From an optimization exercise on the open Yosys and OpenROAD flow, aimed at small area, a short achievable clock period and few clock cycles per item; shortcuts taken in it are not production practice.
In this exercise RTL edits were held to simulation tests only and were not proved equivalent to the original.
Power is estimated from default activity; no workload was simulated.

### flow/run.sh
#!/bin/bash
# synth_recipe.tcl (not shown) runs the flow's synth.tcl, then flattens the netlist and writes it again
# the make line also repeats each setting of config.mk as NAME=value (left out here)
make -C /OpenROAD-flow-scripts/flow DESIGN_CONFIG=/design/flow/config.mk WORK_HOME=/design/flow/orfs CLKGATE_MAP_FILE= SYNTH_SCRIPT=/design/flow/synth_recipe.tcl finish
### flow/config.mk
export PLATFORM = sky130hd
export DESIGN_NAME = requant_top
export DESIGN_NICKNAME = requant_top
export VERILOG_FILES = /design/flow/design.v
export SDC_FILE = /design/flow/constraint.sdc
export NUM_CORES = 4
export LEC_CHECK = 0
export CAP_MARGIN = 20
export CORE_MARGIN = 2
export CORE_UTILIZATION = 40
export SLEW_MARGIN = 20
### flow/constraint.sdc
create_clock -name core_clock -period 9.0 [get_ports {clk}]
set_input_delay 1.8000 -clock core_clock [delete_from_list [all_inputs] [get_ports {clk}]]
set_output_delay 1.8000 -clock core_clock [all_outputs]
set_load 0.01 [all_outputs]
### flow/design.v
`timescale 1ps / 1ps
module requant
#(
    parameter integer D_W = 8,
    parameter integer D_W_ACC = 32,
    parameter integer OUT_BITS = 8,
    parameter integer CLIP = 0
)
(
    input  wire           clk,
    input  wire           rst,
    input  wire signed [D_W_ACC-1:0] in_A_tdata,
    input  wire                      in_A_tlast,
    input  wire                      in_A_tvalid,
    output wire                      in_A_tready,
    input  wire signed [D_W_ACC-1:0] in_bias_tdata,
    input  wire                      in_bias_tlast,
    input  wire                      in_bias_tvalid,
    output wire                      in_bias_tready,
    input  wire signed [D_W_ACC-1:0] in_m_tdata,
    input  wire                      in_m_tlast,
    input  wire                      in_m_tvalid,
    output wire                      in_m_tready,
    input  wire signed [D_W-1:0]     in_e_tdata,
    input  wire                      in_e_tlast,
    input  wire                      in_e_tvalid,
    output wire                      in_e_tready,
    output wire signed [OUT_BITS-1:0] out_D_tdata,
    output wire                      out_D_tlast,
    output wire                      out_D_tvalid,
    input  wire                      out_D_tready
);
localparam signed [D_W_ACC-1:0] UPPER_BOUND = (1 << (OUT_BITS - 1)) - 1;
localparam signed [D_W_ACC-1:0] LOWER_BOUND = - UPPER_BOUND - 1;
localparam SHAMT_SZ  = $clog2(2*D_W_ACC);
localparam MAX_SHAMT = 1 << SHAMT_SZ;
reg signed [D_W_ACC-1:0]   in_tdata_r0;
reg signed [D_W_ACC-1:0]   in_tdata_bias_r0;
reg signed [D_W_ACC-1:0]   in_tdata_m_r[1:0];
reg signed [D_W-1:0]       in_tdata_e_r[2:0];
reg in_tvalid_r0;
reg in_tvalid_bias_r0;
reg in_tvalid_m_r0;
reg in_tvalid_e_r0;
reg in_tlast_r0;
reg in_tlast_bias_r0;
reg in_tlast_m_r0;
reg in_tlast_e_r0;
reg signed [4:0]           result_tvalid;
reg signed [4:0]           result_tlast;
reg signed [D_W_ACC-1:0]   result_add;
reg signed [2*D_W_ACC-1:0] result_mul;
reg signed [2*D_W_ACC-1:0] result_shift_int;
reg signed [2*D_W_ACC-1:0] result_shift_frac;
reg signed [D_W_ACC-1:0]   result;
wire in_tvalid_s0;
wire in_tlast_s0;
wire in_tready_s0;
wire in_tready_s1;
assign out_D_tvalid = result_tvalid[4];
assign out_D_tlast = result_tlast[4];
assign out_D_tdata = (CLIP && result < LOWER_BOUND) ? LOWER_BOUND :
                   (CLIP && result > UPPER_BOUND) ? UPPER_BOUND : result;
assign in_A_tready = in_tready_s0 | ~in_tvalid_r0;
assign in_bias_tready = in_tready_s0 | ~in_tvalid_bias_r0;
assign in_m_tready = in_tready_s0 | ~in_tvalid_m_r0;
assign in_e_tready = in_tready_s0 | ~in_tvalid_e_r0;
assign in_tvalid_s0 = in_tvalid_r0 & in_tvalid_bias_r0 & in_tvalid_m_r0 & in_tvalid_e_r0;
assign in_tlast_s0 = in_tlast_r0 & in_tlast_bias_r0 & in_tlast_m_r0 & in_tlast_e_r0;
assign in_tready_s0 = in_tready_s1 & in_tvalid_s0;
assign in_tready_s1 = out_D_tready | ~out_D_tvalid;
always @(posedge clk) begin
    if (rst) begin
        in_tdata_r0 <= 0;
        in_tlast_r0 <= 0;
        in_tvalid_r0 <= 0;
        in_tdata_bias_r0 <= 0;
        in_tlast_bias_r0 <= 0;
        in_tvalid_bias_r0 <= 0;
        in_tdata_m_r[0] <= 0;
        in_tlast_m_r0 <= 0;
        in_tvalid_m_r0 <= 0;
        in_tdata_e_r[0] <= 0;
        in_tlast_e_r0 <= 0;
        in_tvalid_e_r0 <= 0;
    end else begin
        if (in_A_tready) begin
            in_tdata_r0 <= in_A_tdata;
            in_tlast_r0 <= in_A_tlast;
            in_tvalid_r0 <= in_A_tvalid;
        end
        if (in_bias_tready) begin
            in_tdata_bias_r0 <= in_bias_tdata;
            in_tlast_bias_r0 <= in_bias_tlast;
            in_tvalid_bias_r0 <= in_bias_tvalid;
        end
        if (in_m_tready) begin
            in_tdata_m_r[0] <= in_m_tdata;
            in_tlast_m_r0 <= in_m_tlast;
            in_tvalid_m_r0 <= in_m_tvalid;
        end
        if (in_e_tready) begin
            in_tdata_e_r[0] <= in_e_tdata;
            in_tlast_e_r0 <= in_e_tlast;
            in_tvalid_e_r0 <= in_e_tvalid;
        end
    end
end
always @(posedge clk) begin
    if (rst) begin
        result_add <= 0;
        in_tdata_m_r[1] <= 0;
        in_tdata_e_r[1] <= 0;
        result_tvalid[1] <= 0;
        result_tlast[1] <= 0;
        result_mul <= 0;
        in_tdata_e_r[2] <= 0;
        result_tvalid[2] <= 0;
        result_tlast[2] <= 0;
        result_shift_int <= 0;
        result_shift_frac <= 0;
        result_tvalid[3] <= 0;
        result_tlast[3] <= 0;
        result <= 0;
        result_tvalid[4] <= 0;
        result_tlast[4] <= 0;
    end else begin
        if (in_tready_s1) begin
            result_add <= in_tdata_r0 + in_tdata_bias_r0;
            in_tdata_m_r[1] <= in_tdata_m_r[0];
            in_tdata_e_r[1] <= in_tdata_e_r[0];
            result_tvalid[1] <= in_tvalid_s0;
            result_tlast[1] <= in_tlast_s0;
            result_mul <= result_add * in_tdata_m_r[1];
            in_tdata_e_r[2] <= in_tdata_e_r[1];
            result_tvalid[2] <= result_tvalid[1];
            result_tlast[2] <= result_tlast[1];
            result_shift_int <= result_mul >>> in_tdata_e_r[2];
            result_shift_frac <= result_mul << (MAX_SHAMT - in_tdata_e_r[2]);
            result_tvalid[3] <= result_tvalid[2];
            result_tlast[3] <= result_tlast[2];
            result <= result_shift_int + result_shift_frac[2*D_W_ACC-1];
            result_tvalid[4] <= result_tvalid[3];
            result_tlast[4] <= result_tlast[3];
        end
    end
end
endmodule
`timescale 1ps / 1ps
module requant_top (
    input  wire        clk,
    input  wire        rst,
    input  wire [31:0] in_A_tdata,
    input  wire        in_A_tlast,
    input  wire        in_A_tvalid,
    output wire        in_A_tready,
    input  wire [31:0] in_bias_tdata,
    input  wire        in_bias_tlast,
    input  wire        in_bias_tvalid,
    output wire        in_bias_tready,
    input  wire [31:0] in_m_tdata,
    input  wire        in_m_tlast,
    input  wire        in_m_tvalid,
    output wire        in_m_tready,
    input  wire [7:0]  in_e_tdata,
    input  wire        in_e_tlast,
    input  wire        in_e_tvalid,
    output wire        in_e_tready,
    output wire [7:0]  out_D_tdata,
    output wire        out_D_tlast,
    output wire        out_D_tvalid,
    input  wire        out_D_tready
);
requant #(
    .D_W      (8),
    .D_W_ACC  (32),
    .OUT_BITS (8),
    .CLIP     (1)
) requant_QKV (
    .clk            (clk),
    .rst            (rst),
    .in_A_tdata     (in_A_tdata),
    .in_A_tlast     (in_A_tlast),
    .in_A_tvalid    (in_A_tvalid),
    .in_A_tready    (in_A_tready),
    .in_bias_tdata  (in_bias_tdata),
    .in_bias_tlast  (in_bias_tlast),
    .in_bias_tvalid (in_bias_tvalid),
    .in_bias_tready (in_bias_tready),
    .in_m_tdata     (in_m_tdata),
    .in_m_tlast     (in_m_tlast),
    .in_m_tvalid    (in_m_tvalid),
    .in_m_tready    (in_m_tready),
    .in_e_tdata     (in_e_tdata),
    .in_e_tlast     (in_e_tlast),
    .in_e_tvalid    (in_e_tvalid),
    .in_e_tready    (in_e_tready),
    .out_D_tdata    (out_D_tdata),
    .out_D_tlast    (out_D_tlast),
    .out_D_tvalid   (out_D_tvalid),
    .out_D_tready   (out_D_tready)
);
endmodule
==> results.py <==
metrics = {
    "pwr": {
        "p_sw_share_pct": 43.9,
        "sequentialPowerShare_pct": 25.1,
        "vdd_drop_max_mv": 0.133,
        "p_clk_share_pct": 22.3,
        "power.share.combinational_pct": 52.6,
        "power.switching_uw": 3290,
        "power_leakage_uw": 0.0271,
        "p_int_uw": 4200,
        "power_density_nw_per_um2": 128,
    },
    "logic_synthesis": {
        "seq_area_frac_synth_pct": 12.2,
        "synth_top_area_share_pct": 40.3,
        "synth_edf_count": 0,
        "yosysUniqueCellTypes": 86,
        "synth_ff_type": "dfxtp_1",
        "syn_nets": 7498,
        "ys_seq_elements": 329,
        "synthArstFlopShare_pct": 0,
        "syn_area_um2": 53800,
        "synth_area_leaders": "fa_1, dfxtp_1, nand2_1",
        "yosysWarnings": 3,
        "avgSynthCellArea_um2": 8.85,
        "synthCells": 6082,
        "synth_area_leader_cell": "fa_1",
    },
    "floorplan": {
        "die_w_um": 371,
        "die_y_um": 371,
        "io_pins": 129,
        "rows": 134,
        "dieArea_um2": 137000,
        "core_um2": 133000,
        "start_util_pct": 40.3,
    },
    "clocking": {
        "cts_tree": "yes",
        "cts.sink_count": 329,
        "cts_max_path_buffers": 3,
        "root_buffer": "clkbuf_16",
        "clk_latency_ps": 580,
        "numCtsBuffers": 36,
        "ctsHoldBuffers": 0,
        "htree_levels": 2,
        "post_cts_buffers": 0,
        "ctsResizeCount": 0,
        "clk_pin_slew_ps": 80,
    },
    "hold_path": {
        "hold_start": "requant_QKV.in_tdata_m_r[0][22]",
        "hold_path_class": "flop to flop",
        "hold_depth": 2,
        "holdPathEnd": "requant_QKV.in_tdata_m_r[1][22]",
    },
    "place": {
        "pre_cts_ws_ps": 657,
        "gp_congestion": 0.895,
        "port_buffers": 128,
        "placed_cells": 7742,
        "dp_hpwl_um": 120000,
    },
    "flow_run": {
        "maxCapViolCount": 0,
    },
    "worst_setup_path": {
        "rr_endpoint": "requant_QKV.result_mul[61]",
        "crit_start": "requant_QKV.result_add[10]",
        "critPathKind": "flop to flop",
        "reg2regPathDepth": 23,
        "cp.required_ps": 9470,
        "reg2reg_slack_ps": 600,
        "crit_fanout": 16,
        "regToRegStartpoint": "requant_QKV.result_add[10]",
        "start_kind": "flop",
        "end_kind": "flop",
        "arrival_ps": 8870,
    },
    "sta": {
        "worstMarginPinSlew_ps": 1140,
        "slew_headroom_pct": 23.6,
        "max_freq_ghz": 0.119,
        "finClkSkew_ps": 23.7,
        "rsz0062_at_grt": "no",
        "drv_slew": 0,
        "layout_setup_ws_ps": 605,
        "finalHoldViolCount": 0,
        "setup_violations": 0,
        "period_share_pct": 93.3,
        "period_needed_ps": 8400,
        "fin_tns_setup_ps": 0,
    },
    "drt": {
        "wire_per_inst_um": 19.3,
        "vias": 40800,
        "wl_um": 151000,
        "drtIter0Drc": 2387,
        "antenna_left": 0,
        "firstDrtPassIters": 5,
        "vias_per_cell": 5.22,
        "drc_errors": 0,
    },
    "cells_and_area": {
        "mostFrequentLayoutCells": "fa_1, nand2_1, inv_1",
        "drive_gt1_share_pct": 5.93,
        "stdcell_count": 7806,
        "multi_input_area_um2": 42100,
        "regArea_um2": 6600,
        "nets": 7428,
        "fillerInstances": 13400,
        "antenna_cells": 0,
        "area_growth_pct": 8.40,
        "final_common_cell": "fa_1",
    },
    "global_routing": {
        "grt_pass1_wl_um": 243000,
        "overflow": 0,
        "grt_pass1_vias": 43600,
        "groute.usage.overall_pct": 22.6,
        "antenna_found_initial": 9,
        "grt_max_degree": 101,
    },
    "outcome": {
        "run_status": "no timing/DRC/antenna violations",
    },
}
==> synthesized netlist by cell type (all sizes together) (6+ instances only) <==
library cell  count
o21ai           195
a21oi           345
a21o             36
o31ai             9
a31oi            23
dfxtp           329
a221oi           13
a211oi           47
ha              218
buf              36
mux4             23
o21a             12
nor3             21
inv             976
mux2i           140
o21bai           16
nor2            179
fa             1083
xnor2            60
nor4              8
clkbuf          343
nor2b            11
a211o             6
mux2             90
nand4            21
or3              20
o211ai           37
xor2             52
nand2          1045
and2            512
and3             17
a311oi           11
nand2b           26
nand3            50
==> worst max-delay path, cell delays in order, from the launching register on <==
cell and delay (ps):
dfxtp_1 910, buf_4 310, buf_4 190, nand2_1 90, fa_1 570, inv_1 50
fa_1 550, fa_1 440, fa_1 530, fa_1 430, fa_1 470, fa_1 580
fa_1 460, ha_1 420, a21oi_1 200, o21ai_0 200, a41oi_1 280, o21ai_0 170
a31oi_1 230, o21ai_2 110, o21ai_2 210, a211oi_1 130, or4_1 480, a32o_1 250
==> cell families after synthesis <==
group	after synthesis	share of synthesized area, %
compound gates	801	9.00
xor+xnor	112	1.82
fa+ha+maj	1301	45.4
buf+inv	1359	9.52
flops	329	12.2
mux	253	5.45
simple gates	1927	16.6
==> through the flow <==
stage | hold WS (ps) | util [%] | cell area [µm²] | power (µW)
after floorplan | 432 | - | 53800 | 4470
after global placement | 435 | 42.7 | 57000 | 5800
after detailed placement | 442 | 42.7 | 57000 | 5820
after CTS | 435 | 43.7 | 58300 | 7540
after global routing | 450 | 43.7 | 58300 | 8050
final | 437 | 43.7 | 58300 | 7490
==> power by group through the flow <==
stage | clock network (µW) | registers (µW) | logic [µW]
floorplan | 0 | 1770 | 2690
global placement | 0 | 1900 | 3900
detailed placement | 0 | 1900 | 3910
CTS | 1710 | 1870 | 3950
global route | 1760 | 1900 | 4390
finish | 1670 | 1880 | 3940
==> worst max path at each step <==
stage | end | cells past startpoint | slack, ps
floorplan | requant_QKV.result_mul[61] | 23 | 1450
global placement | requant_QKV.result_mul[60] | 23 | 680
detailed placement | requant_QKV.result_mul[60] | 23 | 660
CTS | requant_QKV.result_mul[60] | 23 | 630
global route | requant_QKV.result_mul[60] | 24 | 240
finish | requant_QKV.result_mul[61] | 23 | 600
==> per-layer routing <==
metal	track usage [%]	share of wire, %	up-vias	routed length [µm]
met5	0	0.052	-	79
met4	7.12	3.5	12	5290
met3	3.00	5.4	245	8130
met2	38.0	48	1008	71700
met1	30.1	43	20900	65500
li1	-	-	18600	-
==> state kept, by name (all words and copies together), names as in the netlist, 4 cells and up <==
| signal | cells |
|---|---|
| requant_QKV.result_tvalid | 4 |
| requant_QKV.result | 32 |
| requant_QKV.in_tdata_m_r | 64 |
| requant_QKV.in_tdata_bias_r0 | 32 |
| requant_QKV.result_shift_int | 32 |
| requant_QKV.result_mul | 64 |
| requant_QKV.in_tdata_e_r | 24 |
| requant_QKV.result_tlast | 4 |
| requant_QKV.in_tdata_r0 | 32 |
| requant_QKV.result_add | 32 |
==> area by class of cell <==
| type | instances | share of cell area [%] |
|---|---|---|
| timing repair buffer | 271 | 4.15 |
| tap | 1768 | 3.79 |
| multi-input combinational | 4394 | 72.2 |
| clock inverter | 19 | 0.513 |
| inverter | 980 | 6.31 |
| clock buffer | 45 | 1.72 |
| sequential | 329 | 11.3 |
Testbench counts, summed over its fixed seeds: cycles 8,040, items 8,000.

-- afterwards: timing with drivers on the ports --
In the flow no input, the clock included, has a driving cell. The finished layout below was timed again as built, in two steps. Step 1 (the two cells are an assumption about what drives the block):
set clk [get_ports {clk}]
set_driving_cell -lib_cell sky130_fd_sc_hd__clkbuf_16 $clk
set_driving_cell -lib_cell sky130_fd_sc_hd__buf_2 [delete_from_list [all_inputs] $clk]
Step 2 moves the port delays by t, midway between the first and last clock arrival at a register: inputs arrive t later, outputs are due t later. That takes back most of the time a late clock gives input paths. Slacks: no drivers / after step 1 / after step 2; pairs: no drivers / after step 1.
shift t [ns]: 0.639
setup slack, ns: 0.605 / 0.605 / 0.605
worst register clock-pin slew, ns: 0.08 / 0.08
worst data-port slew with drivers (ns): 0.11
After both steps this run still meets setup and hold. The setup slack of this run moves by 0.000 ns with the drivers and by 0.000 ns with both steps.
